Background: an optimization exercise with open tools, aiming at small area, a short achievable clock period and few clock cycles. Do not read the settings as production practice.
RTL that was checked went through simulation tests only; none was proved equivalent to the original.
The RTL of run 5 was laid out without a check of its function.
Power is estimated from default activity; no workload was simulated.

==> design.v <==
module period_summer (
    input  wire [4:0]  d,
    input  wire [1:0]  t,
    output wire [64:0] k1,
    output wire [64:0] k21,
    output wire [56:0] m
);
    assign k1 =
        ({65{d == 5'd3}} & 65'h3de) |
        ({65{d == 5'd4}} & 65'h1ffffffffffffe05c) |
        ({65{d == 5'd5}} & 65'hf2238) |
        ({65{d == 5'd6}} & 65'h1ffffffffff77ebac) |
        ({65{d == 5'd7}} & 65'h3b12b1c4) |
        ({65{d == 5'd8}} & 65'h1fffffffde79025ec) |
        ({65{d == 5'd9}} & 65'he6bc350edc) |
        ({65{d == 5'd10}} & 65'h1fffff7cea3677eec) |
        ({65{d == 5'd11}} & 65'h3854d482c784c) |
        ({65{d == 5'd12}} & 65'h1ffdffe6fccd802ec) |
        ({65{d == 5'd13}} & 65'hdc0b523742cc0ac) |
        ({65{d == 5'd14}} & 65'h182f99a4e642192ec) |
        ({65{d == 5'd15}} & 65'h1b8c348144228fc6c) |
        ({65{d == 5'd16}} & 65'h19ee5b0e524cdd2ec) |
        ({65{d == 5'd17}} & 65'h1bab47dd2bfd7f1ec) |
        ({65{d == 5'd18}} & 65'ha5e03b106996d2ec);
    assign k21 =
        ({65{d == 5'd4}} & 65'h2706) |
        ({65{d == 5'd5}} & 65'h2706) |
        ({65{d == 5'd6}} & 65'h18a1a) |
        ({65{d == 5'd7}} & 65'h55ed440) |
        ({65{d == 5'd8}} & 65'hb54b536) |
        ({65{d == 5'd9}} & 65'h1fffffffdbca77baa) |
        ({65{d == 5'd10}} & 65'he473704420) |
        ({65{d == 5'd11}} & 65'h1b5ff9e6bc6) |
        ({65{d == 5'd12}} & 65'h1ffffa89462c80386) |
        ({65{d == 5'd13}} & 65'h22d493c20e9cda) |
        ({65{d == 5'd14}} & 65'h22dcd86676d12e) |
        ({65{d == 5'd15}} & 65'h1f23f3c70cdca4f58) |
        ({65{d == 5'd16}} & 65'h16bc3ca5f687bc4da) |
        ({65{d == 5'd17}} & 65'h16bc3ca5f687bc4da) |
        ({65{d == 5'd18}} & 65'h1ea8a8882202300fc);
    assign m =
        ({57{d == 5'd2 && t == 2'd0}} & 57'hb) |
        ({57{d == 5'd3 && t == 2'd0}} & 57'h6f) |
        ({57{d == 5'd4 && t == 2'd0}} & 57'h65) |
        ({57{d == 5'd5 && t == 2'd0}} & 57'h2b67) |
        ({57{d == 5'd6 && t == 2'd0}} & 57'h3e9) |
        ({57{d == 5'd6 && t == 2'd1}} & 57'h2775) |
        ({57{d == 5'd6 && t == 2'd2}} & 57'h1b207) |
        ({57{d == 5'd7 && t == 2'd0}} & 57'h10f447) |
        ({57{d == 5'd8 && t == 2'd0}} & 57'h2711) |
        ({57{d == 5'd9 && t == 2'd0}} & 57'hf4629) |
        ({57{d == 5'd10 && t == 2'd0}} & 57'h186a1) |
        ({57{d == 5'd10 && t == 2'd1}} & 57'h6054ab5) |
        ({57{d == 5'd10 && t == 2'd2}} & 57'h423a35c7) |
        ({57{d == 5'd11 && t == 2'd0}} & 57'h2964619c7) |
        ({57{d == 5'd12 && t == 2'd0}} & 57'hf4241) |
        ({57{d == 5'd12 && t == 2'd1}} & 57'h5f60811) |
        ({57{d == 5'd12 && t == 2'd2}} & 57'h25a112eb5) |
        ({57{d == 5'd13 && t == 2'd0}} & 57'h102b36211c7) |
        ({57{d == 5'd14 && t == 2'd0}} & 57'h989681) |
        ({57{d == 5'd14 && t == 2'd1}} & 57'heb2eb63eb5) |
        ({57{d == 5'd14 && t == 2'd2}} & 57'ha1b01d4b1c7) |
        ({57{d == 5'd15 && t == 2'd0}} & 57'h2540d6aa1) |
        ({57{d == 5'd15 && t == 2'd1}} & 57'he9104f2029) |
        ({57{d == 5'd15 && t == 2'd2}} & 57'h650e124ef1c7) |
        ({57{d == 5'd16 && t == 2'd0}} & 57'h5f5e101) |
        ({57{d == 5'd17 && t == 2'd0}} & 57'h27797f26d671c7) |
        ({57{d == 5'd18 && t == 2'd0}} & 57'h3b9aca01) |
        ({57{d == 5'd18 && t == 2'd1}} & 57'he8d4b45241) |
        ({57{d == 5'd18 && t == 2'd2}} & 57'h38e67b515a029);
endmodule
module range_summer #(
    parameter W = 65
) (
    input  wire [W-1:0] a,
    input  wire [W-1:0] b,
    input  wire [W-1:0] c,
    input  wire [W-1:0] d,
    input  wire         ci0,
    input  wire         ci1,
    input  wire         ci2,
    output wire [W-1:0] s
);
    wire [W-1:0] s1 = a ^ b ^ c;
    wire [W-1:0] c1 = {(a[W-2:0] & b[W-2:0]) | (a[W-2:0] & c[W-2:0]) | (b[W-2:0] & c[W-2:0]), ci0};
    wire [W-1:0] s2 = s1 ^ c1 ^ d;
    wire [W-1:0] c2 = {(s1[W-2:0] & c1[W-2:0]) | (s1[W-2:0] & d[W-2:0]) | (c1[W-2:0] & d[W-2:0]), ci1};
    bk_add #(.W(W)) u_cpa (.a(s2), .b(c2), .ci(ci2), .s(s));
endmodule
module bk_add #(
    parameter W = 65
) (
    input  wire [W-1:0] a,
    input  wire [W-1:0] b,
    input  wire         ci,
    output wire [W-1:0] s
);
    reg [W-1:0] p, g;
    integer i, j;
    always @(*) begin
        p = a ^ b;
        g = a & b;
        g[0] = g[0] | (p[0] & ci);
        for (i = 1; (1 << i) <= W; i = i + 1)
            for (j = (1 << i) - 1; j < W; j = j + (1 << i)) begin
                g[j] = g[j] | (p[j] & g[j - (1 << (i - 1))]);
                p[j] = p[j] & p[j - (1 << (i - 1))];
            end
        for (i = 6; i > 0; i = i - 1)
            for (j = (1 << i) + (1 << (i - 1)) - 1; j < W; j = j + (1 << i)) begin
                g[j] = g[j] | (p[j] & g[j - (1 << (i - 1))]);
                p[j] = p[j] & p[j - (1 << (i - 1))];
            end
    end
    assign s = a ^ b ^ {g[W-2:0], ci};
endmodule
module day02_core #(
    parameter N_ADDR_BITS = 16
) (
    input  wire                 clk,
    input  wire                 rst,
    input  wire [7:0]           rom_data,
    input  wire                 rom_valid,
    output reg  [N_ADDR_BITS:0] rom_addr,
    output wire [63:0]          part1_result,
    output wire [63:0]          part2_result,
    output reg                  done
);
    reg rst_q;
    reg  [5:0]  rq;         
    reg         vq;         
    reg         hold;       
    reg  [5:0]  skid;
    reg         in_b;       
    reg         eot;        
    reg  [4:0]  dc;         
    reg  [35:0] pdig;       
    reg  [35:0] hist;       
    reg  [9:1]  dec;        
    reg  [9:1]  gt;         
    reg         qa;         
    reg         pm;         
    wire        is_dig = rq[4];
    wire [3:0]  dig    = rq[3:0];
    wire        more   = rq[5];    
    reg         qv;         
    reg  [4:0]  qd;
    reg  [35:0] qp;
    reg  [2:0]  qf;
    reg         qb;
    reg         qpair;      
    reg  [2:0]  qskip;
    reg         busy;
    reg  [4:0]  cd;         
    reg  [35:0] cp;         
    reg  [2:0]  cf;         
    reg         cb;         
    reg         cpair;      
    reg  [2:0]  cskip;      
    reg  [1:0]  t;          
    reg         ph;         
    reg  [3:0]  i;          
    reg  [3:0]  jr;         
    reg  [3:0]  pdq;        
    reg         kp1;        
    reg         kp21;       
    reg  [64:0] r;
    reg  [29:0] pb;         
    reg         bprev;      
    reg  [64:0] acc1;       
    reg  [64:0] accx;       
    assign part1_result = acc1[64:1];
    assign part2_result = accx[64:1];
    function [3:0] tlf;
        input [4:0] d;
        input [1:0] tt;
        begin
            if (tt == 2'd0)
                tlf = (d == 5'd4) ? 4'd2 : (d == 5'd6 || d == 5'd9) ? 4'd3 : (d == 5'd8) ? 4'd4 :
                      (d == 5'd10 || d == 5'd15) ? 4'd5 : (d == 5'd12) ? 4'd6 : (d == 5'd14) ? 4'd7 :
                      (d == 5'd16) ? 4'd8 : (d == 5'd18) ? 4'd9 : 4'd1;
            else if (tt == 2'd1)
                tlf = (d == 5'd15) ? 4'd3 : (d == 5'd12) ? 4'd4 : (d == 5'd18) ? 4'd6 : 4'd2;
            else
                tlf = (d == 5'd12) ? 4'd2 : (d == 5'd18) ? 4'd3 : 4'd1;
        end
    endfunction
    function [3:0] nib;
        input [35:0] v;
        input [3:0]  k;
        begin
            case (k)
                4'd0: nib = v[3:0];
                4'd1: nib = v[7:4];
                4'd2: nib = v[11:8];
                4'd3: nib = v[15:12];
                4'd4: nib = v[19:16];
                4'd5: nib = v[23:20];
                4'd6: nib = v[27:24];
                4'd7: nib = v[31:28];
                default: nib = v[35:32];
            endcase
        end
    endfunction
    function three;
        input [4:0] d;
        three = (d == 5'd6) || (d == 5'd10) || (d == 5'd12) || (d == 5'd14) ||
                (d == 5'd15) || (d == 5'd18);
    endfunction
    function [1:0] nxt;
        input [2:0] sk;
        input [1:0] fr;
        input       th;
        begin
            if (fr == 2'd0 && !sk[0])
                nxt = 2'd0;
            else if (fr <= 2'd1 && th && !sk[1])
                nxt = 2'd1;
            else if (fr <= 2'd2 && th && !sk[2])
                nxt = 2'd2;
            else
                nxt = 2'd3;
        end
    endfunction
    wire [1:0] tn     = nxt(cskip, t + 2'd1, three(cd));
    wire       last_t = (tn == 2'd3);
    wire       half_t = (t == 2'd0) && !cd[0];
    wire       f_t    = (t == 2'd0) ? cf[0] : (t == 2'd1) ? cf[1] : cf[2];
    wire       jl     = (jr == 4'd0);
    wire       adj    = jl && !cpair;         
    wire       sg     = (cpair ? f_t : cb) ^ (t == 2'd2);    
    wire [64:0] k1, k21;
    wire [56:0] mval;
    period_summer u_tab (.d(cd), .t(t), .k1(k1), .k21(k21), .m(mval));
    reg       c_on, c_sh, d_on, d_sh, d_neg;
    always @(*) begin
        c_on = 1'b0; c_sh = 1'b0; d_on = 1'b1; d_sh = 1'b0; d_neg = 1'b0;
        if (adj && !f_t) begin                 
            case (pdq)
                4'd0: d_neg = 1'b1;
                4'd1: d_on = 1'b0;
                4'd2: ;
                4'd3: d_sh = 1'b1;
                4'd4: begin c_on = 1'b1; d_neg = 1'b1; end
                4'd5: begin c_on = 1'b1; d_on = 1'b0; end
                4'd6: c_on = 1'b1;
                4'd7: begin c_on = 1'b1; d_sh = 1'b1; end
                4'd8: begin c_on = 1'b1; c_sh = 1'b1; d_neg = 1'b1; end
                default: begin c_on = 1'b1; c_sh = 1'b1; d_on = 1'b0; end
            endcase
        end else if (adj) begin                
            case (pdq)
                4'd0: ;
                4'd1: d_sh = 1'b1;
                4'd2: begin c_on = 1'b1; d_neg = 1'b1; end
                4'd3: begin c_on = 1'b1; d_on = 1'b0; end
                4'd4: c_on = 1'b1;
                4'd5: begin c_on = 1'b1; d_sh = 1'b1; end
                4'd6: begin c_on = 1'b1; c_sh = 1'b1; d_neg = 1'b1; end
                4'd7: begin c_on = 1'b1; c_sh = 1'b1; d_on = 1'b0; end
                4'd8: begin c_on = 1'b1; c_sh = 1'b1; end
                default: begin c_on = 1'b1; c_sh = 1'b1; d_sh = 1'b1; end
            endcase
        end else begin                         
            case (pdq)
                4'd0: d_on = 1'b0;
                4'd1: ;
                4'd2: d_sh = 1'b1;
                4'd3: begin c_on = 1'b1; d_neg = 1'b1; end
                4'd4: begin c_on = 1'b1; d_on = 1'b0; end
                4'd5: c_on = 1'b1;
                4'd6: begin c_on = 1'b1; d_sh = 1'b1; end
                4'd7: begin c_on = 1'b1; c_sh = 1'b1; d_neg = 1'b1; end
                4'd8: begin c_on = 1'b1; c_sh = 1'b1; d_on = 1'b0; end
                default: begin c_on = 1'b1; c_sh = 1'b1; end
            endcase
        end
    end
    wire [2:0] bw0 = {pb[1:0], bprev};
    wire [2:0] bw1 = pb[3:1];
    wire b0_on  = (bw0 != 3'b000) && (bw0 != 3'b111);
    wire b0_two = (bw0 == 3'b011) || (bw0 == 3'b100);
    wire b0_neg = bw0[2];
    wire b1_on  = (bw1 != 3'b000) && (bw1 != 3'b111);
    wire b1_two = (bw1 == 3'b011) || (bw1 == 3'b100);
    wire b1_neg = bw1[2];
    wire [2:0] bw2 = pb[5:3];
    wire b2_on  = (bw2 != 3'b000) && (bw2 != 3'b111);
    wire b2_two = (bw2 == 3'b011) || (bw2 == 3'b100);
    wire b2_neg = bw2[2];
    wire blast  = (pb[29:5] == 25'd0);         
    wire p0     = busy && !ph && (t != 2'd3);
    wire p1     = busy && ph;
    wire kc     = busy && !ph && (t == 2'd3);  
    wire mrg    = eot && !busy && !qv && !done;
    wire fold1  = p1 && !b2_on && half_t && kp1;
    wire fold21 = p1 && !b2_on && !half_t && kp21;
    wire kc1    = kc && kp1;
    wire kc21   = kc && !kp1;
    wire kp1_n  = kp1 && !fold1 && !kc1;
    wire kp21_n = kp21 && !fold21 && !kc21;
    wire to1    = (p1 && half_t) || kc1;
    wire last_cyc = (p1 && blast && last_t && !kp1_n && !kp21_n) || (kc && !(kp1_n || kp21_n));
    wire cready   = !busy || last_cyc;
    wire sep     = vq && !is_dig && !eot;
    wire pairok  = qa && in_b && pm && (dc == qd);
    wire hold_a  = qa && in_b && pm && (!sep || dc == qd);
    wire cload   = qv && cready && !hold_a;   
    wire qfree   = !qv || cload;
    wire pair_tk = sep && pairok;
    wire take    = sep && (pairok || qfree);
    wire stall   = !hold && sep && !(pairok || qfree);
    wire [64:0] xv   = ph ? r : {8'd0, mval};
    wire        kon  = fold1 || fold21 || kc;
    wire        uc   = p0 ? c_on  : (p1 && b1_on);
    wire        ucs  = p0 ? c_sh  : b1_two;
    wire        ucn  = p1 && (b1_neg ^ !sg);
    wire        ud   = p0 ? d_on  : (p1 && b0_on);
    wire        uds  = p0 ? d_sh  : b0_two;
    wire        udn  = p0 ? d_neg : (b0_neg ^ !sg);
    wire [64:0] oa   = p0 ? r << 3 : (to1 ? acc1 : accx);
    wire [64:0] kv   = (fold1 || kc1) ? k1 : k21;
    wire        ub2  = p1 && b2_on;
    wire        ubn  = kon ? !cb : (ub2 && (b2_neg ^ !sg));
    wire [64:0] ob   = p0 ? r << 1 : ub2 ? (b2_two ? r << 5 : r << 4) :
                       kon ? kv : mrg ? acc1 : 65'd0;
    wire [64:0] oc   = uc ? (ucs ? xv << 3 : xv << 2) : 65'd0;
    wire [64:0] od   = ud ? (uds ? xv << 1 : xv) : 65'd0;
    wire        ncn  = uc && ucn;
    wire        ndn  = ud && udn;
    wire [64:0] sum;
    range_summer #(.W(65)) u_add (
        .a(oa), .b(ubn ? ~ob : ob), .c(ncn ? ~oc : oc), .d(ndn ? ~od : od),
        .ci0(ubn), .ci1(ncn), .ci2(ndn), .s(sum));
    wire [29:0] pbn;
    range_summer #(.W(30)) u_pb (
        .a(pb << 3), .b(pb << 1), .c({26'd0, pdq}), .d(30'd0),
        .ci0(1'b0), .ci1(1'b0), .ci2(1'b0), .s(pbn));
    integer li;
    always @(posedge clk) begin
        rst_q <= rst;
        hist  <= {hist[31:0], dig};
        r     <= p0 ? sum : (p1 && !blast) ? (r << 6) : 65'd0;
        pb    <= p0 ? ((jl && cpair) ? 30'd2 : pbn) : (p1 && !blast) ? (pb >> 6) : 30'd0;
        bprev <= p1 && pb[5];
        if (rst) begin
            rom_addr <= 0;
        end else if (rst_q) begin
            rom_addr <= 1;
        end else if (!vq || (!eot && (is_dig || take))) begin
            rom_addr <= rom_addr + 1'b1;
        end
        if (rst_q) begin
            qa   <= 1'b0;
            vq   <= 1'b0;
            hold <= 1'b0;
            in_b <= 1'b0;
            eot  <= 1'b0;
            dc   <= 5'd0;
            dec  <= 9'd0;
        end else begin
            if (stall) begin
                hold <= 1'b1;
                skid <= rom_data[5:0];
            end
            if (!vq || (!eot && (is_dig || take))) begin
                rq   <= hold ? skid : rom_data[5:0];
                vq   <= 1'b1;
                hold <= 1'b0;
            end
            if (cload) qa <= 1'b0;
            if (vq && !eot && is_dig) begin
                dc   <= dc + 5'd1;
                if ((dc < {1'b0, tlf(qd, 2'd0)} && dig != nib(qp, dc[3:0])) || dc == qd)
                    pm <= 1'b0;
                if (dc < 5'd9) pdig[dc*4 +: 4] <= dig;
                for (li = 1; li <= 9; li = li + 1) begin
                    if (!dec[li] && dc >= li && dig != hist[(li-1)*4 +: 4]) begin
                        dec[li] <= 1'b1;
                        gt[li]  <= dig > hist[(li-1)*4 +: 4];
                    end
                end
            end
            if (take) begin
                dc   <= 5'd0;
                dec  <= 9'd0;
                in_b <= !in_b;
                if (in_b && !more) eot <= 1'b1;
                qa   <= !in_b && (dc != 5'd1);
                pm   <= 1'b1;
            end
        end
        if (rst_q) begin
            qv <= 1'b0;
        end else begin
            if (cload) qv <= 1'b0;
            if (pair_tk) begin
                qpair <= 1'b1;
                for (li = 0; li < 3; li = li + 1) begin
                    qf[li]    <= dec[tlf(dc, li)] ? gt[tlf(dc, li)] : 1'b1;
                    qskip[li] <= (dec[tlf(dc, li)] ? gt[tlf(dc, li)] : 1'b1) == qf[li];
                end
            end else if (take && dc != 5'd1) begin
                qv    <= 1'b1;
                qd    <= dc;
                qp    <= pdig;
                for (li = 0; li < 3; li = li + 1)
                    qf[li] <= dec[tlf(dc, li)] ? gt[tlf(dc, li)] : in_b;
                qb    <= in_b;
                qpair <= 1'b0;
                qskip <= 3'd0;
            end
        end
        if (rst_q) begin
            busy <= 1'b0;
            acc1 <= 65'd0;
            accx <= 65'd0;
        end else begin
            if (p1 || kc || mrg) begin
                if (to1) acc1 <= sum;
                else     accx <= sum;
            end
            kp1  <= kp1_n;
            kp21 <= kp21_n;
            if (p0) begin
                i   <= i + 4'd1;
                jr  <= jr - 4'd1;
                pdq <= nib(cp, i + 4'd1);
                if (jl) ph <= 1'b1;
            end
            if (p1) begin
                if (blast) begin
                    ph  <= 1'b0;
                    i   <= 4'd0;
                    jr  <= tlf(cd, tn) - 4'd1;
                    pdq <= cp[3:0];
                    t   <= tn;
                end
            end
            if (last_cyc) busy <= 1'b0;
            if (cload) begin
                busy  <= (nxt(qskip, 2'd0, three(qd)) != 2'd3);
                cd    <= qd;
                cp    <= qp;
                cf    <= qf;
                cb    <= qb;
                cpair <= qpair;
                cskip <= qskip;
                t     <= nxt(qskip, 2'd0, three(qd));
                ph    <= 1'b0;
                i     <= 4'd0;
                jr    <= tlf(qd, nxt(qskip, 2'd0, three(qd))) - 4'd1;
                pdq   <= qp[3:0];
                kp1   <= !qpair && (qd >= 5'd3);
                kp21  <= !qpair && (qd >= 5'd4);
            end
        end
        if (rst || rst_q) done <= 1'b0;
        else if (mrg) done <= 1'b1;
    end
endmodule
==> flow/run.sh <==
#!/bin/bash
# The standard layout (standard.sh), with two changes:
#  - after the standard synthesis, OpenROAD's restructure re-maps the logic
#    between the registers for area (flow/restructure.tcl), with a copy of the
#    platform library that leaves out its don't-use cells (flow/filter_lib.py);
#  - buf_2 cells as the port buffers.
# Each tool's output goes to its own log in this folder.
set -eo pipefail
export BUFFER_PORTS_ARGS="-buffer_cell sky130_fd_sc_hd__buf_2"
bash standard.sh synth > standard_synth.log 2>&1
export RESULTS=$PWD/orfs/results/sky130hd/day02_core/base
export LIB=$FLOW_HOME/platforms/sky130hd/lib/sky130_fd_sc_hd__tt_025C_1v80.lib
export LIB_RS=$PWD/restructure_lib.lib
python3 flow/filter_lib.py "$LIB" "$LIB_RS" '*__lpflow_*' '*__probe*' '*__fill_*' \
    '*__dlygate*' '*__dlymetal*' '*__clkdly*' > filter_lib.log 2>&1
mkdir -p restructure_work
export WORK=$PWD/restructure_work
openroad -no_init -exit flow/restructure.tcl > restructure.log 2>&1
bash standard.sh > standard.log 2>&1
==> flow/filter_lib.py <==
#!/usr/bin/env python3
# Writes a copy of a liberty file without the cells whose names match the given
# glob patterns (the platform's don't-use cells), for restructure/ABC.
import sys, fnmatch
src, dst, pats = sys.argv[1], sys.argv[2], sys.argv[3:]
text = open(src).read()
out = []
pos = 0
while True:
    i = text.find('cell (', pos)
    if i < 0:
        out.append(text[pos:])
        break
    # start of the line holding the cell group
    ls = text.rfind('\n', 0, i) + 1
    name = text[i + 6:text.find(')', i)].strip().strip('"')
    j = text.find('{', i)
    depth, k = 1, j + 1
    while depth:
        c = text[k]
        if c == '{':
            depth += 1
        elif c == '}':
            depth -= 1
        k += 1
    out.append(text[pos:ls])
    if not any(fnmatch.fnmatch(name, p) for p in pats):
        out.append(text[ls:k])
    pos = k
open(dst, 'w').write(''.join(out))
==> flow/restructure.tcl <==
# Area recovery on the synthesized netlist: OpenROAD's restructure re-maps the
# combinational logic between registers with ABC (the registers are untouched).
# ABC maps to $::env(LIB_RS), the platform library less its don't-use cells.
set results $::env(RESULTS)
read_db $results/1_synth.odb
read_liberty $::env(LIB)
read_sdc $results/1_synth.sdc
report_design_area
restructure -liberty_file $::env(LIB_RS) -target area \
    -tielo_port sky130_fd_sc_hd__conb_1/LO -tiehi_port sky130_fd_sc_hd__conb_1/HI \
    -work_dir $::env(WORK)
report_design_area
write_db $results/1_synth.odb
==> standard.sh <==
#!/bin/bash
# synth_recipe.tcl (not shown) runs the flow's synth.tcl, then flattens the netlist and writes it again
# the make line also repeats each setting of config.mk as NAME=value (left out here)
make -C /OpenROAD-flow-scripts/flow DESIGN_CONFIG=/design/flow/config.mk WORK_HOME=/design/flow/orfs CLKGATE_MAP_FILE= SYNTH_SCRIPT=/design/flow/synth_recipe.tcl "${@:-finish}"
==> config.mk <==
export PLATFORM = sky130hd
export DESIGN_NAME = day02_core
export DESIGN_NICKNAME = day02_core
export VERILOG_FILES = /design/flow/design.v
export SDC_FILE = /design/flow/constraint.sdc
export NUM_CORES = 8
export LEC_CHECK = 0
export ABC_AREA = 1
export CAP_MARGIN = 0
export CORE_MARGIN = 2
export CORE_UTILIZATION = 65
export CTS_CLUSTER_DIAMETER = 100
export CTS_CLUSTER_SIZE = 20
export PLACE_DENSITY = 0.75
export SLEW_MARGIN = 0
==> constraint.sdc <==
create_clock -name core_clock -period 60.0 [get_ports {clk}]
set_input_delay 12.0000 -clock core_clock [delete_from_list [all_inputs] [get_ports {clk}]]
set_output_delay 12.0000 -clock core_clock [all_outputs]
set_load 0.01 [all_outputs]
==> key figures, run 1 <==
Status
  – Status: finished clean

Cells and area
  – Most frequent cells in the layout: nor2_1, o22ai_1, dfxtp_1
  – Post-route cell area: between 30000 and 40000 um2
  – Final Non-Filler Cells: 4970
  – Nets: ~4300
  – Synth-to-Final Area Change: 7.68%
  – Most common cell after layout, fill and taps aside: nor2_1
  – Area occupied by multi-input gates: 20300 um2
  – Layout cells sized above 1: 0.0627
  – Fill cell count: around 4200
  – FF+latch area: between 10000 and 15000 um2

GRT
  – Remaining Overflow, GRT: 0
  – Largest net degree at the start of global routing: 80
  – Total track usage: 0.423
  – Antenna violations before repair: 2
  – First-pass GRT wire length: 181000 um
  – Vias in the first global route: ~32000

Timing
  – Final worst slack: between 40 and 50 ns
  – Headroom to the max-slew limit: 0.184
  – Final hold vios: 0
  – Max Clock Freq: roughly 0.075 GHz
  – Final worst path period share: 0.223
  – Fin. max-slew vios: 0
  – Final setup violation count: 0
  – Setup Skew: approximately 0.025 ns
  – Worst slew pin tran: about 1.2 ns
  – RSZ-0062 raised after global routing: no
  – Min Tclk post-route: about 13 ns
  – Setup_tns: 0 ns

Floorplan
  – Initial Util: 0.654
  – Total I/O pin count: 157
  – Row Count: 83
  – Die area: 53100 um2
  – Floorplan die height: 231 um
  – Core Region: just over 50000 um2
  – Die width: roughly 230 um

Hold path
  – HP Class: flip-flop to flip-flop
  – Worst Min Path Start: hist[28]
  – Hold depth: 0
  – WHS Endpoint: hist[32]

Clocking
  – CTS buffer count: 29
  – CTS tree: built
  – CTS H-Tree Depth: 1
  – CTS Buffer Depth: 3
  – Cts repair resizes: 0
  – CTS hold repair buffers: 0
  – Clk Tree Root Cell: clkbuf_16
  – Clock-pin slew on the worst setup and hold paths: around 0.09 ns
  – Post-CTS Setup Bufs: 0
  – Clock Latency Late Sink: roughly 0.64 ns
  – Total clock sinks: 488

Placement
  – Inst Count DP: 4919
  – HPWL after DPL: 82200 um
  – Cell Area, Placed: approximately 35000 um2
  – Pre-CTS WS: between 40 and 50 ns
  – Gp weighted congestion: between 1 and 1.5
  – IO buf count: 153

Worst setup path
  – Worst setup path class: flip-flop to primary output
  – Critical-path maximum fanout: 3
  – Worst path bufs/invs: 1
  – R2R Path Start: t[1]
  – CP Launch Type: flip-flop
  – R2R Setup Slk: 47.26 ns
  – CP Capture Type: primary output
  – Worst path max stage delay: 0.53 ns
  – Cell chain of the critical path: buf_2
  – R2R cell count: 42
  – Required arrival time at the worst endpoint: around 48 ns
  – Crit path max-delay family: flip-flops
  – Critical Path AT: 1.37 ns
  – CP max stage cell: dfxtp_1
  – R2r endpoint: r[63]

Logic synthesis
  – Cells after synthesis: roughly 4200
  – YS warnings: 3
  – Post-synth net total: 4171
  – Synthesized cell area: 33400 um2
  – Synthesized area per cell: around 8 um2

Routing
  – DRC violations left: 0
  – DR iter-0 viols: approximately 5200
  – Antenna Nets Post-Route: 0
  – DR pass1 iterations: 8
  – Via density per instance: a little over 7
  – Final Routed Wirelength: 117000 um
  – Drt wl/cell: 23.5 um
  – Via count: approximately 36000

Power and ir drop
  – VDD IR-drop max: approximately 0.025 mV
  – P_leak: 11.6 nW
  – Power per cell area: ~21 nW/um2

Job
  – Maxcap violations: 0
## per-stage QoR
step / power (mW) / util / hold WS [ns]
floorplan: 0.483 / - / 0.351
global placement: 0.518 / 0.687 / 0.356
detailed placement: 0.523 / 0.687 / 0.363
CTS: 0.732 / 0.704 / 0.374
global route: 0.764 / 0.704 / 0.381
finish: 0.738 / 0.704 / 0.370
## cell type report
class                           count  area share
Multi-Input combinational cell   3225       0.565
Inverter                          318      0.0335
Clock inverter                      5     0.00240
Tap cell                          680      0.0237
Timing Repair Buffer              208      0.0328
Antenna cell                        2    0.000139
Sequential cell                   488       0.320
Clock buffer                       44      0.0218
## worst max-delay path by stage
stage | cells after the start | start | slack [ns] | end
after floorplan | 29 | ph | 36.37 | acc1[63]
after global placement | 4 | rst | 47.26 | rom_addr[16]
after detailed placement | 4 | rst | 47.24 | rom_addr[16]
after CTS | 1 | done | 46.61 | done
after global routing | 1 | done | 46.63 | done
final | 1 | done | 46.63 | done
## flip-flops by register name, summed over array words and instances, names as in the netlist, 6 cells and up, named ones only
name,flops
rom_addr,17
r,65
rq,6
cp,36
pb,30
gt,9
dec,9
pdig,36
skid,6
qp,36
accx,65
acc1,65
hist,36
## per-layer routing
| metal | vias to the layer above | track usage | part of all wire |
|---|---|---|---|
| met4 | 2 | 0.175 | 0.042 |
| li1 | 16500 | - | - |
| met1 | 16500 | 0.581 | 0.41 |
| met3 | 437 | 0.101 | 0.13 |
| met5 | - | 0 | 0.000094 |
| met2 | 2450 | 0.638 | 0.43 |
## where the power goes
part	switching (mW)	total [mW]	internal, mW
sequential	0.0114	0.367	0.356
clock	0.119	0.215	0.0959
combinational	0.102	0.155	0.0530
total	0.233	0.738	0.505
Testbench counts, summed over its fixed seeds: cycles 35,727.
==> run 2, diff against run 1 <==
--- a/config.mk
+++ b/config.mk
@@ -7,9 +7,9 @@
 export LEC_CHECK = 0
 export ABC_AREA = 1
-export CAP_MARGIN = 0
+export CAP_MARGIN = 20
 export CORE_MARGIN = 2
-export CORE_UTILIZATION = 65
+export CORE_UTILIZATION = 75
 export CTS_CLUSTER_DIAMETER = 100
 export CTS_CLUSTER_SIZE = 20
-export PLACE_DENSITY = 0.75
-export SLEW_MARGIN = 0
+export PLACE_DENSITY = 0.85
+export SLEW_MARGIN = 20
==> run 2 against run 1 <==
Combinational power up 6%; worst setup slack about the same; power about the same; critical path depth unchanged; wire length up 9.2%; cell count down 1.9%; sequential cell count unchanged; die area down 13%; clock-buffer cell count unchanged; area after synthesis unchanged; largest cell class unchanged.
==> key figures, run 2 <==
Status
  – Status: finished clean

GRT
  – M2 GR Usage: 0.785 (+0.147)
  – Largest net degree at the start of global routing: 125 (+56%)
  – Vias in the first global route: 35700 (+11%)
  – Total track usage: 0.522 (+0.0996)
  – M3 GR Usage: 0.166 (+0.0657)
  – Gr busiest metal: met2
  – Met1 GRT Util: 0.657 (+0.0755)
  – First-pass GRT wire length: 195000 um (+8.0%)
  – Remaining Overflow, GRT: 0 (unchanged)
  – Antenna violations before repair: 2 (unchanged)

Power and ir drop
  – Power per cell area: 20.6 nW/um2 (+0.52%)
  – Comb pwr share: 0.222 (+0.011)
  – Switching pwr: 0.240 mW (+3.2%)
  – Switch share: 0.325 (+0.00963)
  – Cell-internal power: 0.498 mW (-1.3%)
  – Part of the power in registers: 0.499 (about the same)
  – Clk pwr share: 0.279 (-0.012)
  – Final Power: 0.738 mW (about the same)
  – P_leak: 11.5 nW (-0.27%)
  – VDD IR-drop max: 0.0346 mV (+37%)

Cells and area
  – Most common cell after layout, fill and taps aside: nor2_1
  – Top flop regs: acc1: 65 flops, accx: 65 flops, r: 65 flops
  – Layout cells sized above 1: 0.0614 (-0.00134)
  – Synth-to-Final Area Change: 7.24%
  – Most frequent cells in the layout: nor2_1, o22ai_1, dfxtp_1
  – Final Util: 0.812 (+0.108)
  – Fill cell count: 2739 (-36%)
  – Nets: 4278 (-0.070%)
  – Post-route cell area: 35800 um2 (-0.41%)

Worst setup path
  – Critical-path maximum fanout: 3 (unchanged)
  – Worst path bufs/invs: 1 (unchanged)
  – Worst setup path class: flip-flop to primary output
  – Required arrival time at the worst endpoint: 48.00 ns (about the same)
  – CP Launch Type: flip-flop
  – CP Capture Type: primary output
  – Cell chain of the critical path: buf_2
  – Crit path max-delay family: flip-flops
  – Worst path max stage delay: 0.55 ns (+0.02 ns)
  – CP max stage cell: dfxtp_1
  – Critical Path AT: 1.37 ns (about the same)

Floorplan
  – Floorplan die height: 215 um (-6.8%)
  – Total I/O pin count: 157 (unchanged)
  – Die width: 215 um (-6.8%)
  – Core Region: 44000 um2 (-14%)
  – Initial Util: 0.758 (+0.103)
  – Row Count: 77 (-7.2%)
  – Die area: 46200 um2 (-13%)

Clocking
  – Post-CTS Setup Bufs: 0 (unchanged)
  – Cts repair resizes: 0 (unchanged)
  – CTS H-Tree Depth: 1 (unchanged)
  – Clock-pin slew on the worst setup and hold paths: 0.10 ns (about the same)
  – CTS tree: built
  – CTS Buffer Depth: 3 (unchanged)
  – CTS buffer count: 28 (-3.4%)
  – Clock Latency Late Sink: 0.66 ns (+0.02 ns)
  – Clk Tree Root Cell: clkbuf_16
  – CTS hold repair buffers: 0 (unchanged)
  – Total clock sinks: 488 (unchanged)

Placement
  – HPWL after DPL: 83800 um (+2.0%)
  – Cell Area, Placed: 34900 um2 (-0.35%)
  – Gp weighted congestion: 1.06 (+1.6%)
  – IO buf count: 153 (unchanged)

Routing
  – DR iter-0 viols: 8261 (+58%)
  – Via density per instance: 8.04 (+11%)
  – Final Routed Wirelength: 127000 um (+9.2%)
  – DR pass1 iterations: 13 (+5)
  – DRC violations left: 0 (unchanged)
  – Antenna Nets Post-Route: 0 (unchanged)
  – Via count: 39200 (+9.3%)
  – Drt wl/cell: 26.1 um (+11%)

Timing
  – Setup_tns: 0 ns (unchanged)
  – Min Tclk post-route: 13.37 ns (-0.000200 ns)
  – Hold Slack: 0.359 ns (-0.0108 ns)
  – Headroom to the max-slew limit: 0.153 (-0.0315)
  – Max Clock Freq: 0.0748 GHz (about the same)
  – RSZ-0062 raised after global routing: no
  – Fin. max-slew vios: 0 (unchanged)
  – Worst slew pin tran: 1.24 ns (+0.0461 ns)
  – Final worst path period share: 0.223 (about the same)
  – Final setup violation count: 0 (unchanged)
  – Setup Skew: 0.0687 ns (+0.0438 ns)
  – Final hold vios: 0 (unchanged)

Logic synthesis
  – Cells after synthesis: 4160 (unchanged)
  – Synthesized cell area: 33400 um2 (unchanged)
  – Synthesized area per cell: 8.02 um2 (unchanged)
  – Post-synth net total: 4171 (unchanged)
  – YS warnings: 3 (unchanged)

Hold path
  – HP Class: flip-flop to flip-flop

Job
  – Maxcap violations: 0 (unchanged)
-- run 2: final timing paths --
path / from / end / slack (ns) / depth (start not counted)
worst max-delay path: done / done / 46.63 / 1
worst max register to register: t[0] / r[63] / 47.35 / 39
worst min-delay path: hist[8] / hist[12] / 0.36 / 0
worst min register to register: hist[8] / hist[12] / 0.36 / 0
-- run 2: metrics by stage --
step | worst slack, ns | instances
detailed placement | 47.26 | 4828
global route | 46.64 | 4876
global placement | 47.26 | 4828
finish | 46.63 | 4878
CTS | 46.65 | 4875
floorplan | 36.37 | 4160
-- run 2: power by group through the flow --
stage	clock network [mW]	logic, mW	registers [mW]
finish	0.206	0.164	0.368
global placement	0	0.142	0.373
CTS	0.202	0.153	0.367
global route	0.213	0.172	0.369
detailed placement	0	0.149	0.374
floorplan	0	0.112	0.371
-- run 2: cell type report --
type | count | area, um2 | share of cell area
clock inverters | 3 | 43.8 | 0.00122
clock buffers | 44 | 771 | 0.0215
diodes | 2 | 5.00 | 0.000140
repair buffers | 206 | 1200 | 0.0334
inverters | 318 | 1200 | 0.0336
flip-flops and latches | 488 | 11500 | 0.322
well taps | 592 | 741 | 0.0207
multi-input cells | 3225 | 20300 | 0.568
-- run 2: metal layers --
layer / share of wire / vias to the layer above
met2: 0.41 / 4190
met3: 0.16 / 1191
met5: 0.00081 / -
met1: 0.34 / 17300
met4: 0.080 / 4
li1: - / 16500
==> run 3, diff against run 2 <==
--- a/config.mk
+++ b/config.mk
@@ -9,7 +9,7 @@
 export CAP_MARGIN = 20
 export CORE_MARGIN = 2
-export CORE_UTILIZATION = 75
+export CORE_UTILIZATION = 65
 export CTS_CLUSTER_DIAMETER = 100
 export CTS_CLUSTER_SIZE = 20
-export PLACE_DENSITY = 0.85
+export PLACE_DENSITY = 0.75
 export SLEW_MARGIN = 20
==> run 3 against run 2 <==
Clock skew is 0.043 ns lower; synthesized cell count stayed put; worst setup slack worse by 0.00060 ns; still clean on timing, DRC and antenna; largest cell class unchanged; critical path type unchanged; area after synthesis stayed put; first-iteration DRC count is 37% lower; utilization is 11 points lower; die area is 15% higher.
==> key figures, run 3 <==
Routing
  – Final Routed Wirelength: 117000 um (-8.4%)
  – DR iter-0 viols: 5222 (-37%)
  – Via density per instance: 7.22 (-10%)
  – Via count: 35900 (-8.5%)
  – DR pass1 iterations: 8 (-5)
  – Drt wl/cell: 23.5 um (-10%)
  – Antenna Nets Post-Route: 0 (unchanged)
  – DRC violations left: 0 (unchanged)

Clocking
  – Clock Latency Late Sink: 0.65 ns (about the same)
  – Clock-pin slew on the worst setup and hold paths: 0.09 ns (about the same)
  – Total clock sinks: 488 (unchanged)
  – CTS tree: built
  – Post-CTS Setup Bufs: 0 (unchanged)
  – CTS H-Tree Depth: 1 (unchanged)
  – Clk Tree Root Cell: clkbuf_16
  – CTS hold repair buffers: 0 (unchanged)
  – CTS Buffer Depth: 3 (unchanged)
  – Cts repair resizes: 0 (unchanged)
  – CTS buffer count: 29 (+3.6%)

Logic synthesis
  – YS warnings: 3 (unchanged)
  – Synthesized cell area: 33400 um2 (unchanged)
  – Synthesized area per cell: 8.02 um2 (unchanged)
  – Post-synth net total: 4171 (unchanged)
  – Cells after synthesis: 4160 (unchanged)

Worst setup path
  – Required arrival time at the worst endpoint: 48.00 ns (about the same)
  – Crit path max-delay family: flip-flops
  – Instance count on the critical path: 1 (unchanged)
  – Critical Path AT: 1.37 ns (about the same)
  – Worst setup path class: flip-flop to primary output
  – Critical-path maximum fanout: 3 (unchanged)
  – Cell chain of the critical path: buf_2
  – Worst path max stage delay: 0.53 ns (-0.02 ns)
  – CP Launch Type: flip-flop
  – Worst path bufs/invs: 1 (unchanged)
  – R2R cell count: 42 (+7.7%)
  – R2R Setup Slk: 47.28 ns (-0.07 ns)
  – CP Capture Type: primary output
  – CP max stage cell: dfxtp_1

Timing
  – Fin. max-slew vios: 0 (unchanged)
  – Min Tclk post-route: 13.37 ns (+0.000600 ns)
  – Max Clock Freq: 0.0748 GHz (about the same)
  – Worst slew pin tran: 1.20 ns (-0.0353 ns)
  – Final setup violation count: 0 (unchanged)
  – RSZ-0062 raised after global routing: no
  – Setup Skew: 0.0257 ns (-0.0431 ns)
  – Final worst path period share: 0.223 (about the same)
  – Final hold vios: 0 (unchanged)
  – Setup_tns: 0 ns (unchanged)
  – Headroom to the max-slew limit: 0.189 (+0.0364)

Cells and area
  – Top flop regs: acc1: 65 flops, accx: 65 flops, r: 65 flops
  – FF+latch area: 11500 um2 (unchanged)
  – Most common cell after layout, fill and taps aside: nor2_1
  – Area occupied by multi-input gates: 20300 um2 (about the same)
  – Final Util: 0.704 (-0.108)
  – Layout cells sized above 1: 0.0627 (+0.00134)
  – Most frequent cells in the layout: nor2_1, o22ai_1, dfxtp_1
  – Synth-to-Final Area Change: 7.69%
  – Post-route cell area: 35900 um2 (+0.42%)
  – Fill cell count: 4248 (+55%)
  – Nets: 4281 (+0.070%)

GRT
  – First-pass GRT wire length: 181000 um (-7.4%)
  – Antenna violations before repair: 2 (unchanged)
  – Remaining Overflow, GRT: 0 (unchanged)
  – Vias in the first global route: 32300 (-9.7%)
  – Largest net degree at the start of global routing: 80 (-36%)
  – Total track usage: 0.423 (-0.0996)

Floorplan
  – Total I/O pin count: 157 (unchanged)
  – Initial Util: 0.654 (-0.103)
  – Die width: 231 um (+7.3%)
  – Die area: 53100 um2 (+15%)
  – Row Count: 83 (+7.8%)
  – Core Region: 51000 um2 (+16%)
  – Floorplan die height: 231 um (+7.3%)

Placement
  – HPWL after DPL: 82200 um (-2.0%)
  – Gp weighted congestion: 1.04 (-1.6%)
  – Cell Area, Placed: 35000 um2 (+0.35%)
  – IO buf count: 153 (unchanged)

Job
  – Maxcap violations: 0 (unchanged)

Power and ir drop
  – Final Power: 0.738 mW (about the same)
  – Power per cell area: 20.5 nW/um2 (-0.46%)
  – P_leak: 11.6 nW (+0.27%)
  – VDD IR-drop max: 0.0252 mV (-27%)

Status
  – Status: finished clean

Hold path
  – Hold depth: 0 (unchanged)
  – HP Class: flip-flop to flip-flop
## run 3: through the flow
step / hold WS, ns / worst slack, ns / cells
after detailed placement: 0.363 / 47.24 / 4919
after global routing: 0.381 / 46.63 / 4968
after floorplan: 0.351 / 36.37 / 4160
after global placement: 0.356 / 47.26 / 4919
final: 0.370 / 46.63 / 4970
after CTS: 0.374 / 46.61 / 4968
## run 3: final cells by class
cell class | instances | area share
clock buffer | 44 | 0.0218
timing repair buffer | 208 | 0.0328
antenna | 2 | 0.000139
multi-input combinational | 3225 | 0.565
tap | 680 | 0.0237
sequential | 488 | 0.320
inverter | 318 | 0.0335
clock inverter | 5 | 0.00240
## run 3: report_power, final
part	switching, mW	internal [mW]	leakage [nW]
logic	0.102	0.0530	7.01
registers	0.0114	0.356	4.15
clock network	0.119	0.0959	0.416
## run 3: path summary, 6_finish.rpt
check | start | end
min reg2reg | hist[28] | hist[32]
max | done | done
max reg2reg | t[1] | r[63]
min | hist[28] | hist[32]
## run 3: metal layers
| metal | vias to the layer above | wire length [um] | share of wire | global-route usage |
|---|---|---|---|---|
| met1 | 16500 | 47300 | 0.41 | 0.581 |
| met4 | 2 | 4860 | 0.042 | 0.175 |
| li1 | 16600 | - | - | - |
| met5 | - | 11 | 0.000094 | 0 |
| met2 | 2450 | 49800 | 0.43 | 0.638 |
| met3 | 429 | 14800 | 0.13 | 0.101 |
==> run 4, diff against run 3 <==
--- a/flow/run.sh
+++ b/flow/run.sh
@@ -8,4 +8,5 @@
 set -eo pipefail
 export BUFFER_PORTS_ARGS="-buffer_cell sky130_fd_sc_hd__buf_2"
+export SETUP_SLACK_MARGIN=46.75
 bash standard.sh synth > standard_synth.log 2>&1
 export RESULTS=$PWD/orfs/results/sky130hd/day02_core/base
==> run 4 against run 3 <==
Still clean on timing, DRC and antenna; hold slack got worse by 0.022 ns; power up 0.89%; area after synthesis stayed put; via count grew 2.5%; worst setup slack improved by 0.11 ns; first-iteration DRC count is 9.6% higher; die area unchanged; critical endpoint is now part2_result[21]; cell count is essentially flat; global-route usage is 2.8 points higher; utilization grew 0.53 points; sequential share of layout area is 0.15 points lower; clock-buffer cell count grew 1.
==> key figures, run 4 <==
GRT
  – Largest net degree at the start of global routing: 150 (+88%)
  – Vias in the first global route: 33300 (+3.2%)
  – Remaining Overflow, GRT: 0 (unchanged)
  – First-pass GRT wire length: 189000 um (+4.8%)
  – Antenna violations before repair: 2 (unchanged)
  – Total track usage: 0.450 (+0.0276)

Floorplan
  – Total I/O pin count: 157 (unchanged)
  – Row Count: 83 (unchanged)
  – Die width: 231 um (unchanged)
  – Initial Util: 0.654 (unchanged)
  – Core Region: 51000 um2 (unchanged)
  – Floorplan die height: 231 um (unchanged)
  – Die area: 53100 um2 (unchanged)

Routing
  – Drt wl/cell: 25.2 um (+7.4%)
  – Via count: 36800 (+2.5%)
  – DR iter-0 viols: 5725 (+9.6%)
  – Met3 WL: 18400 um (+25%)
  – Antenna Nets Post-Route: 0 (unchanged)
  – DRC violations left: 0 (unchanged)
  – DR pass1 iterations: 10 (+2)
  – Met2 Wirelength: 52300 um (+5.0%)
  – Via density per instance: 7.41 (+2.6%)
  – Top layer in use: met5
  – Final Routed Wirelength: 125000 um (+7.3%)
  – Post-Route M1 WL: 48900 um (+3.3%)

Worst setup path
  – R2R cell count: 39 (-7.1%)
  – R2R Setup Slk: 48.81 ns (+1.53 ns)
  – Required arrival time at the worst endpoint: 48.00 ns (about the same)
  – R2r endpoint: r[63]
  – Cell chain of the critical path: buf_2
  – Crit path max-delay family: flip-flops
  – CP Capture Type: primary output
  – Worst path max stage delay: 0.46 ns (-0.07 ns)
  – Critical Path AT: 1.27 ns (-0.10 ns)
  – Worst setup path class: flip-flop to primary output
  – R2R Path Start: t[1]
  – CP max stage cell: dfxtp_1
  – CP Launch Type: flip-flop
  – Worst path bufs/invs: 1 (unchanged)
  – Critical-path maximum fanout: 3 (unchanged)

Clocking
  – Clk Tree Root Cell: clkbuf_16
  – CTS Buffer Depth: 3 (unchanged)
  – CTS buffer count: 29 (unchanged)
  – Post-CTS Setup Bufs: 0 (unchanged)
  – CTS H-Tree Depth: 1 (unchanged)
  – Total clock sinks: 488 (unchanged)
  – Clock-pin slew on the worst setup and hold paths: 0.09 ns (about the same)
  – CTS tree: built
  – Clock Latency Late Sink: 0.66 ns (about the same)

Timing
  – Fin. max-slew vios: 0 (unchanged)
  – Min Tclk post-route: 13.27 ns (-0.107 ns)
  – Final hold vios: 0 (unchanged)
  – Headroom to the max-slew limit: 0.226 (+0.0365)
  – Final setup violation count: 0 (unchanged)
  – RSZ-0062 raised after global routing: no
  – Final worst path period share: 0.221 (-0.00179)
  – Setup Skew: 0.0455 ns (+0.0198 ns)
  – Max Clock Freq: 0.0754 GHz (+0.81%)
  – Setup_tns: 0 ns (unchanged)
  – Worst slew pin tran: 1.16 ns (-0.0457 ns)

Cells and area
  – Top flop regs: acc1: 65 flops, accx: 65 flops, r: 65 flops
  – Area occupied by multi-input gates: 20500 um2 (+1.0%)
  – FF+latch area: 11500 um2 (+0.29%)
  – Post-route cell area: 36200 um2 (+0.76%)
  – Fill cell count: 4109 (-3.3%)
  – Layout cells sized above 1: 0.0744 (+0.0117)
  – Synth-to-Final Area Change: 8.50%
  – Most frequent cells in the layout: nor2_1, o22ai_1, clkinv_1
  – Most common cell after layout, fill and taps aside: nor2_1
  – Nets: 4278 (-0.070%)

Status
  – Status: finished clean

Power and ir drop
  – Power per cell area: 20.6 nW/um2 (+0.12%)
  – Switching pwr: 0.239 mW (+2.4%)
  – Switch share: 0.321 (+0.00470)
  – Cell-internal power: 0.506 mW (+0.19%)
  – P_leak: 11.7 nW (+1.1%)
  – Part of the power in registers: 0.493 (-0.005)
  – VDD IR-drop max: 0.0295 mV (+17%)
  – Clk pwr share: 0.292 (about the same)
  – Comb pwr share: 0.215 (+0.004)

Logic synthesis
  – Cells after synthesis: 4160 (unchanged)
  – Post-synth net total: 4171 (unchanged)
  – Synthesized cell area: 33400 um2 (unchanged)
  – Synthesized area per cell: 8.02 um2 (unchanged)
  – YS warnings: 3 (unchanged)

Placement
  – IO buf count: 153 (unchanged)
  – Gp weighted congestion: 1.06 (+1.4%)
  – HPWL after DPL: 85900 um (+4.6%)
  – Cell Area, Placed: 35300 um2 (+0.68%)

Job
  – Maxcap violations: 0 (unchanged)

Hold path
  – HP Class: flip-flop to flip-flop
  – WHS Endpoint: hist[21]
  – Worst Min Path Start: hist[17]
  – Hold depth: 0 (unchanged)
## run 4: changes by cell type in the layout (fill, tap and decap cells not counted), sizes merged
cell	change
buf	-3
clkbuf	+1
diode	-1
inv	-1
## run 4: through the flow
stage               std cells  hold WS [ns]  total power, mW   util  worst slack (ns)
detailed placement       4916         0.357            0.526  0.692             47.25
global route             4965         0.351            0.769  0.710             46.75
global placement         4916         0.356            0.521  0.692             47.27
CTS                      4965         0.349            0.737  0.709             46.70
finish                   4966         0.349            0.744  0.710             46.73
floorplan                4160         0.351            0.484      -             45.74
## run 4: timing repair
item                       in CTS  in global routing
setup endpoints to repair      16                 11
hold buffers                    0                  0
pin swaps                       0                  0
gates resized for setup        16                 11
## run 4: worst max-delay path by stage
stage	startpoint	end	slack (ns)	depth (start not counted)
2_1_floorplan	ph	accx[63]	45.74	32
3_3_place_gp	rst	rom_addr[16]	47.27	4
3_5_place_dp	rst	rom_addr[16]	47.25	4
4_1_cts	done	done	46.70	1
5_1_grt	acc1[61]	part1_result[60]	46.75	1
6_report	accx[22]	part2_result[21]	46.73	1
## run 4: layout make-up
type | instances | share of cell area
timing repair buffer | 205 | 0.0334
tap | 680 | 0.0235
sequential | 488 | 0.319
clock buffer | 45 | 0.0217
inverter | 318 | 0.0334
clock inverter | 4 | 0.00228
antenna | 1 | 0.0000691
multi-input combinational | 3225 | 0.567
## run 4: power by group through the flow
stage               registers, mW  clock network (mW)  logic (mW)
floorplan                   0.371                   0       0.113
global placement            0.373                   0       0.148
detailed placement          0.374                   0       0.152
CTS                         0.366               0.218       0.153
global route                0.368               0.229       0.172
finish                      0.367               0.217       0.160
## run 4: per-layer routing
layer	vias to the layer above	track usage
met2	2823	0.666
li1	16500	-
met4	2	0.205
met5	-	0
met1	16900	0.607
met3	499	0.134
==> run 5, diff against run 4 <==
--- a/design.v
+++ b/design.v
@@ -161,5 +161,4 @@
     reg         ph;         
     reg  [3:0]  i;          
-    reg  [3:0]  jr;         
     reg  [3:0]  pdq;        
     reg         kp1;        
@@ -227,5 +226,5 @@
     wire       half_t = (t == 2'd0) && !cd[0];
     wire       f_t    = (t == 2'd0) ? cf[0] : (t == 2'd1) ? cf[1] : cf[2];
-    wire       jl     = (jr == 4'd0);
+    wire       jl     = (i == tlf(cd, t) - 4'd1);    
     wire       adj    = jl && !cpair;         
     wire       sg     = (cpair ? f_t : cb) ^ (t == 2'd2);    
@@ -425,5 +424,4 @@
             if (p0) begin
                 i   <= i + 4'd1;
-                jr  <= jr - 4'd1;
                 pdq <= nib(cp, i + 4'd1);
                 if (jl) ph <= 1'b1;
@@ -433,5 +431,4 @@
                     ph  <= 1'b0;
                     i   <= 4'd0;
-                    jr  <= tlf(cd, tn) - 4'd1;
                     pdq <= cp[3:0];
                     t   <= tn;
@@ -450,5 +447,4 @@
                 ph    <= 1'b0;
                 i     <= 4'd0;
-                jr    <= tlf(qd, nxt(qskip, 2'd0, three(qd))) - 4'd1;
                 pdq   <= qp[3:0];
                 kp1   <= !qpair && (qd >= 5'd3);
--- a/flow/run.sh
+++ b/flow/run.sh
@@ -8,5 +8,4 @@
 set -eo pipefail
 export BUFFER_PORTS_ARGS="-buffer_cell sky130_fd_sc_hd__buf_2"
-export SETUP_SLACK_MARGIN=46.75
 bash standard.sh synth > standard_synth.log 2>&1
 export RESULTS=$PWD/orfs/results/sky130hd/day02_core/base
==> run 5 against run 4 <==
First-iteration DRC count is 9.2% higher; sequential power is 2% lower; synthesized cell count is 0.79% lower; hold slack better by 0.017 ns; combinational power is 18% lower; global-route usage is 1.3 points lower; non-clock buffer count is 7 higher; largest power group unchanged.
==> key figures, run 5 <==
Floorplan
  – Floorplan die height: 230 um (about the same)
  – Total I/O pin count: 157 (unchanged)
  – Die width: 230 um (about the same)
  – Row Count: 82 (-1.2%)
  – Die area: 53100 um2 (-0.10%)
  – Initial Util: 0.661 (+0.00728)
  – Core Region: 50400 um2 (-1.2%)

Worst setup path
  – Crit path max-delay family: compound AO/OA/AOI/OAI gates
  – CP Launch Type: flip-flop
  – Critical path startpoint: cd[2]
  – Worst path bufs/invs: 12 (+11)
  – CP Capture Type: flip-flop
  – Critical-path maximum fanout: 62 (+59)
  – R2R Path Start: cd[2]
  – Critical Path AT: 15.34 ns (+14.07 ns)
  – Required arrival time at the worst endpoint: 60.48 ns (+12.48 ns)
  – CP max stage cell: a221oi_1
  – Worst setup path class: flip-flop to flip-flop
  – Worst path max stage delay: 0.79 ns (+0.33 ns)
  – Critical Path Most Common Cell: nor2_1

GRT
  – Largest net degree at the start of global routing: 159 (+6.0%)
  – First-pass GRT wire length: 187000 um (-1.5%)
  – Total track usage: 0.438 (-0.0127)
  – Remaining Overflow, GRT: 0 (unchanged)
  – Vias in the first global route: 33200 (-0.38%)
  – Antenna violations before repair: 2 (unchanged)

Placement
  – Inst Count DP: 4881 (-0.71%)
  – Cell Area, Placed: 35100 um2 (-0.61%)
  – IO buf count: 153 (unchanged)
  – Gp weighted congestion: 1.08 (+1.6%)
  – Pre-CTS WS: 45.52 ns (-1.73 ns)
  – HPWL after DPL: 85000 um (-1.1%)

Timing
  – Final worst slack: 45.14 ns (-1.59 ns)
  – Worst slew pin tran: 1.20 ns (+0.0451 ns)
  – Setup_tns: 0 ns (unchanged)
  – Setup Skew: 0.0389 ns (-0.00655 ns)
  – RSZ-0062 raised after global routing: no
  – Min Tclk post-route: 14.86 ns (+1.59 ns)
  – Headroom to the max-slew limit: 0.192 (-0.0338)
  – Max Clock Freq: 0.0673 GHz (-11%)
  – Final worst path period share: 0.248 (+0.0266)
  – Fin. max-slew vios: 0 (unchanged)
  – Final hold vios: 0 (unchanged)
  – Final setup violation count: 0 (unchanged)

Power and ir drop
  – Comb pwr share: 0.186 (-0.029)
  – Clk pwr share: 0.305 (+0.013)
  – Part of the power in registers: 0.508 (+0.015)
  – Switch share: 0.305 (-0.0160)
  – Switching pwr: 0.216 mW (-9.4%)
  – Cell-internal power: 0.494 mW (-2.4%)
  – VDD IR-drop max: 0.0289 mV (-2.1%)
  – P_leak: 11.6 nW (-0.58%)
  – Power per cell area: 19.7 nW/um2 (-4.1%)

Clocking
  – CTS H-Tree Depth: 1 (unchanged)
  – Post-CTS Setup Bufs: 0 (unchanged)
  – CTS buffer count: 29 (unchanged)
  – Clk Tree Root Cell: clkbuf_16
  – Clock Latency Late Sink: 0.66 ns (about the same)
  – CTS tree: built
  – Clock-pin slew on the worst setup and hold paths: 0.09 ns (about the same)
  – CTS hold repair buffers: 0 (unchanged)
  – CTS Buffer Depth: 3 (unchanged)
  – Total clock sinks: 484 (-0.82%)
  – Cts repair resizes: 0 (-16)

Cells and area
  – Layout cells sized above 1: 0.0648 (-0.00964)
  – Fill cell count: 4047 (-1.5%)
  – FF+latch area: 11400 um2 (-1.3%)
  – Nets: 4252 (-0.61%)
  – Final Util: 0.714 (+0.00406)
  – Area occupied by multi-input gates: 20400 um2 (-0.76%)
  – Post-route cell area: 36000 um2 (-0.64%)
  – Synth-to-Final Area Change: 7.92%
  – Most frequent cells in the layout: nor2_1, o22ai_1, clkinv_1
  – Top flop regs: acc1: 65 flops, accx: 65 flops, r: 65 flops
  – Most common cell after layout, fill and taps aside: nor2_1
  – Ant. Diodes: 0 (-1)
  – Final Non-Filler Cells: 4931 (-0.70%)

Logic synthesis
  – Cells after synthesis: 4127 (-0.79%)
  – Post-synth net total: 4138 (-0.79%)
  – YS warnings: 3 (unchanged)
  – Synthesized area per cell: 8.07 um2 (+0.69%)
  – Synthesized cell area: 33300 um2 (-0.11%)

Routing
  – Via density per instance: 7.47 (+0.89%)
  – Final Routed Wirelength: 122000 um (-2.9%)
  – Antenna Nets Post-Route: 0 (unchanged)
  – DR iter-0 viols: 6249 (+9.2%)
  – Via count: 36900 (+0.18%)
  – DR pass1 iterations: 7 (-3)
  – DRC violations left: 0 (unchanged)
  – Drt wl/cell: 24.7 um (-2.2%)

Hold path
  – Worst Min Path Start: hist[25]
  – HP Class: flip-flop to flip-flop

Status
  – Status: finished clean

Job
  – Maxcap violations: 0 (unchanged)
[run 5: path summary, 6_finish.rpt]
check             end  slack [ns]  cells past startpoint
max             r[64]       45.14                     50
min          hist[29]        0.37                      0
max reg2reg     r[64]       45.14                     50
min reg2reg  hist[29]        0.37                      0
[run 5: power groups by stage]
stage / registers [mW] / clock network [mW] / logic, mW
3_3_place_gp: 0.367 / 0 / 0.122
5_1_grt: 0.362 / 0.227 / 0.142
6_report: 0.361 / 0.217 / 0.132
4_1_cts: 0.360 / 0.216 / 0.127
2_1_floorplan: 0.365 / 0 / 0.0930
3_5_place_dp: 0.368 / 0 / 0.126
[run 5: cell type report]
cell class | count | area share
sequential | 484 | 0.317
multi-input combinational | 3181 | 0.566
clock inverter | 5 | 0.00233
tap | 672 | 0.0234
timing repair buffer | 212 | 0.0342
inverter | 333 | 0.0350
clock buffer | 44 | 0.0223
[run 5: layer usage]
metal  vias up  global-route usage  share of wire
met1     17000               0.606           0.39
met5         -                   0        0.00014
met3       478               0.108           0.14
met2      2889               0.657           0.42
li1      16500                   -              -
met4         2               0.169          0.046
[run 5: stage by stage]
step           power, mW  hold slack [ns]
2_1_floorplan      0.458            0.351
3_5_place_dp       0.493            0.361
5_1_grt            0.731            0.377
3_3_place_gp       0.489            0.358
4_1_cts            0.703            0.365
6_report           0.710            0.366
==> run 6, diff against run 5 <==
--- a/design.v
+++ b/design.v
@@ -161,4 +161,5 @@
     reg         ph;         
     reg  [3:0]  i;          
+    reg  [3:0]  jr;         
     reg  [3:0]  pdq;        
     reg         kp1;        
@@ -226,5 +227,5 @@
     wire       half_t = (t == 2'd0) && !cd[0];
     wire       f_t    = (t == 2'd0) ? cf[0] : (t == 2'd1) ? cf[1] : cf[2];
-    wire       jl     = (i == tlf(cd, t) - 4'd1);    
+    wire       jl     = (jr == 4'd0);
     wire       adj    = jl && !cpair;         
     wire       sg     = (cpair ? f_t : cb) ^ (t == 2'd2);    
@@ -424,4 +425,5 @@
             if (p0) begin
                 i   <= i + 4'd1;
+                jr  <= jr - 4'd1;
                 pdq <= nib(cp, i + 4'd1);
                 if (jl) ph <= 1'b1;
@@ -431,4 +433,5 @@
                     ph  <= 1'b0;
                     i   <= 4'd0;
+                    jr  <= tlf(cd, tn) - 4'd1;
                     pdq <= cp[3:0];
                     t   <= tn;
@@ -447,4 +450,5 @@
                 ph    <= 1'b0;
                 i     <= 4'd0;
+                jr    <= tlf(qd, nxt(qskip, 2'd0, three(qd))) - 4'd1;
                 pdq   <= qp[3:0];
                 kp1   <= !qpair && (qd >= 5'd3);
==> flow/run.sh (replaced) <==
#!/bin/bash
# The standard layout (standard.sh), with two changes:
#  - after the standard synthesis, the logic between the registers is mapped
#    again for area with Yosys/ABC (flow/remap.tcl, flow/remap.abc), to a copy
#    of the platform library without its don't-use cells (flow/filter_lib.py);
#    the registers are left as the standard synthesis made them;
#  - buf_2 cells as the port buffers.
# Each tool's output goes to its own log in this folder.
set -eo pipefail
export BUFFER_PORTS_ARGS="-buffer_cell sky130_fd_sc_hd__buf_2"
R=$PWD/orfs/results/sky130hd/day02_core/base
bash standard.sh synth > standard_synth.log 2>&1
LIB=$FLOW_HOME/platforms/sky130hd/lib/sky130_fd_sc_hd__tt_025C_1v80.lib
export LIB_RS=$PWD/remap_lib.lib
python3 flow/filter_lib.py "$LIB" "$LIB_RS" '*__lpflow_*' '*__probe*' '*__fill_*' \
    '*__dlygate*' '*__dlymetal*' '*__clkdly*' > filter_lib.log 2>&1
export SEQ_CELLS="$(python3 flow/seq_cells.py "$LIB_RS")"
cp "$R/1_2_yosys.v" "$PWD/standard_netlist.v"
export NETLIST_IN=$PWD/standard_netlist.v
export NETLIST_OUT=$R/1_2_yosys.v
export FLOW_TOP
yosys -c flow/remap.tcl > remap.log 2>&1
rm -f "$R/1_synth.odb" "$R/1_synth.sdc"
bash standard.sh synth > standard_synth2.log 2>&1
bash standard.sh > standard.log 2>&1
==> flow/remap.abc (new file) <==
strash
dch -f
amap
topo
==> flow/remap.tcl (new file) <==
# Re-maps the combinational logic of the standard synthesis netlist with ABC for
# area.  The cells' functions come from the library; the registers (sequential
# cells) stay black boxes, so they keep their instances, names and cell types.
set lib $::env(LIB_RS)
yosys read_liberty -ignore_miss_func $lib
yosys blackbox {*}$::env(SEQ_CELLS)
yosys read_verilog $::env(NETLIST_IN)
yosys hierarchy -check -top $::env(FLOW_TOP)
yosys flatten
yosys opt_clean -purge
yosys tee -o remap_before.txt stat -liberty $lib
yosys abc -liberty $lib -script flow/remap.abc
yosys opt_clean -purge
yosys hilomap -singleton -hicell sky130_fd_sc_hd__conb_1 HI -locell sky130_fd_sc_hd__conb_1 LO
yosys splitnets
yosys opt_clean -purge
yosys insbuf -buf sky130_fd_sc_hd__buf_4 A X
yosys tee -o remap_after.txt stat -liberty $lib
yosys write_verilog -noattr -noexpr -nohex -nodec $::env(NETLIST_OUT)
==> flow/seq_cells.py (new file) <==
#!/usr/bin/env python3
# Prints the names of the sequential cells (flip-flops, latches) of a liberty file.
import re, sys
lib = open(sys.argv[1]).read()
names = []
for m in re.finditer(r'cell \("?(\w+)"?\)', lib):
    body = lib[m.end():m.end() + 6000]
    nxt = body.find('cell (')
    if nxt >= 0:
        body = body[:nxt]
    if re.search(r'\b(ff|latch|statetable)\s*\(', body):
        names.append(m.group(1))
print(' '.join(names))
removed: flow/restructure.tcl
==> run 6 against run 5 <==
Clock power decreased by 2%; cell count increased by 14%; wire length decreased by 0.99%; largest power group unchanged; cell area decreased by 0.30%.
==> key figures, run 6 <==
Status
  – Status: finished clean

Floorplan
  – Die width: 232 um (+0.89%)
  – Core Region: 51500 um2 (+2.3%)
  – Row Count: 83 (+1.2%)
  – Total I/O pin count: 157 (unchanged)
  – Initial Util: 0.659 (-0.00280)
  – Die area: 54000 um2 (+1.8%)
  – Floorplan die height: 232 um (+0.89%)

Clocking
  – Cts repair resizes: 0 (unchanged)
  – Clk Tree Root Cell: clkbuf_16
  – CTS tree: built
  – Total clock sinks: 488 (+0.83%)
  – CTS hold repair buffers: 0 (unchanged)
  – CTS H-Tree Depth: 1 (unchanged)
  – Post-CTS Setup Bufs: 0 (unchanged)
  – Clock-pin slew on the worst setup and hold paths: 0.09 ns (about the same)
  – CTS buffer count: 29 (unchanged)
  – CTS Buffer Depth: 3 (unchanged)
  – Clock Latency Late Sink: 0.65 ns (about the same)

Cells and area
  – Most frequent cells in the layout: nor2_1, a21oi_1, o21ai_0
  – Most common cell after layout, fill and taps aside: nor2_1
  – Synth-to-Final Area Change: 5.68%
  – Post-route cell area: 35900 um2 (-0.30%)
  – Final Util: 0.696 (-0.0178)
  – Top flop regs: acc1: 65 flops, accx: 65 flops, r: 65 flops
  – Layout cells sized above 1: 0.0533 (-0.0115)
  – Nets: 4948 (+16%)
  – Final Non-Filler Cells: 5635 (+14%)

Timing
  – Final setup violation count: 0 (unchanged)
  – Max Clock Freq: 0.0750 GHz (+11%)
  – Setup Skew: 0.0309 ns (-0.00805 ns)
  – Fin. max-slew vios: 0 (unchanged)
  – Setup_tns: 0 ns (unchanged)
  – Final worst path period share: 0.222 (-0.0254)
  – RSZ-0062 raised after global routing: no
  – Final hold vios: 0 (unchanged)
  – Worst slew pin tran: 1.19 ns (-0.00938 ns)
  – Headroom to the max-slew limit: 0.196 (+0.00402)
  – Min Tclk post-route: 13.33 ns (-1.53 ns)
  – Hold Slack: 0.350 ns (-0.0157 ns)

Worst setup path
  – Worst path bufs/invs: 1 (-11)
  – CP Launch Type: flip-flop
  – Worst setup path class: flip-flop to primary output
  – CP Capture Type: primary output
  – Critical-path maximum fanout: 3 (-95%)
  – Required arrival time at the worst endpoint: 48.00 ns (-12.48 ns)
  – CP max stage cell: dfxtp_1
  – Crit path max-delay family: flip-flops
  – Worst path max stage delay: 0.51 ns (-0.28 ns)
  – Critical Path AT: 1.33 ns (-14.01 ns)
  – Cell chain of the critical path: buf_2

Power and ir drop
  – Power per cell area: 20.2 nW/um2 (+2.3%)
  – VDD IR-drop max: 0.0290 mV (+0.44%)
  – P_leak: 12.0 nW (+3.5%)

Routing
  – DR iter-0 viols: 5399 (-14%)
  – Via density per instance: 6.77 (-9.5%)
  – Via count: 38100 (+3.5%)
  – Antenna Nets Post-Route: 0 (unchanged)
  – Drt wl/cell: 21.4 um (-13%)
  – Final Routed Wirelength: 120000 um (-0.99%)
  – DRC violations left: 0 (unchanged)
  – DR pass1 iterations: 7 (unchanged)

Placement
  – Cell Area, Placed: 35000 um2 (-0.18%)
  – IO buf count: 153 (unchanged)
  – Gp weighted congestion: 1.06 (-1.6%)
  – HPWL after DPL: 87300 um (+2.7%)
  – Inst Count DP: 5586 (+14%)

Logic synthesis
  – Cells after synthesis: 4844 (+17%)
  – YS warnings: 3 (unchanged)
  – Synthesized cell area: 33900 um2 (+1.8%)
  – Post-synth net total: 4855 (+17%)
  – Synthesized area per cell: 7.00 um2 (-13%)

GRT
  – Total track usage: 0.428 (-0.00988)
  – Largest net degree at the start of global routing: 104 (-35%)
  – Vias in the first global route: 33500 (+1.0%)
  – Antenna violations before repair: 1 (-1)
  – First-pass GRT wire length: 184000 um (-1.3%)
  – Remaining Overflow, GRT: 0 (unchanged)

Hold path
  – HP Class: flip-flop to flip-flop

Job
  – Maxcap violations: 0 (unchanged)
[run 6: cell types whose count changed in the layout (fill, tap and decap cells not counted), sizes merged, moves of 44 or more]
cell / change
o221ai: -106
and2: -45
xor2: -103
nor2b: +75
nor2: +597
a211oi: +44
o21bai: -79
a21oi: +405
o21ai: +145
o22a: -62
nand2: +192
o2bb2ai: -95
a2bb2oi: -217
o22ai: -49
[run 6: final timing paths]
kind	cells after the start	end	slack, ns	startpoint
min reg2reg	0	hist[19]	0.35	hist[15]
min	0	hist[19]	0.35	hist[15]
max	1	done	46.67	done
max reg2reg	46	r[63]	47.63	cd[4]
[run 6: final cells by class]
class | instances | area (um2)
Antenna cell | 1 | 2.50
Multi-Input combinational cell | 3864 | 20200
Inverter | 346 | 1310
Fill cell | 4431 | 15700
Timing Repair Buffer | 208 | 1180
Sequential cell | 488 | 11500
Clock buffer | 43 | 778
Tap cell | 680 | 851
Clock inverter | 5 | 61.3
[run 6: power breakdown]
part / switching, mW / leakage, nW / internal (mW)
Combinational: 0.101 / 7.48 / 0.0449
Clock: 0.120 / 0.405 / 0.0915
Sequential: 0.0109 / 4.16 / 0.356
[run 6: stage by stage]
step / worst slack (ns) / power [mW]
after floorplan: 41.74 / 0.477
after global placement: 46.89 / 0.508
after detailed placement: 46.88 / 0.513
after CTS: 46.66 / 0.715
after global routing: 46.64 / 0.747
final: 46.67 / 0.724
[run 6: layer usage]
metal  up-vias  part of all wire  track usage
met1     17100              0.40        0.582
met4         0             0.047        0.184
met5         -                 0            0
li1      18000                 -            -
met3       458              0.13       0.0972
met2      2620              0.43        0.652
Testbench counts of run 6, summed over its fixed seeds: cycles 35,727.

Setup slack of run 6, layout unchanged: 46.665 ns with ideal ports, 46.601 ns with driving cells assumed (clock clkbuf_16, inputs buf_2), 46.872 ns with port delays also shifted by the 0.697 ns mid clock arrival.
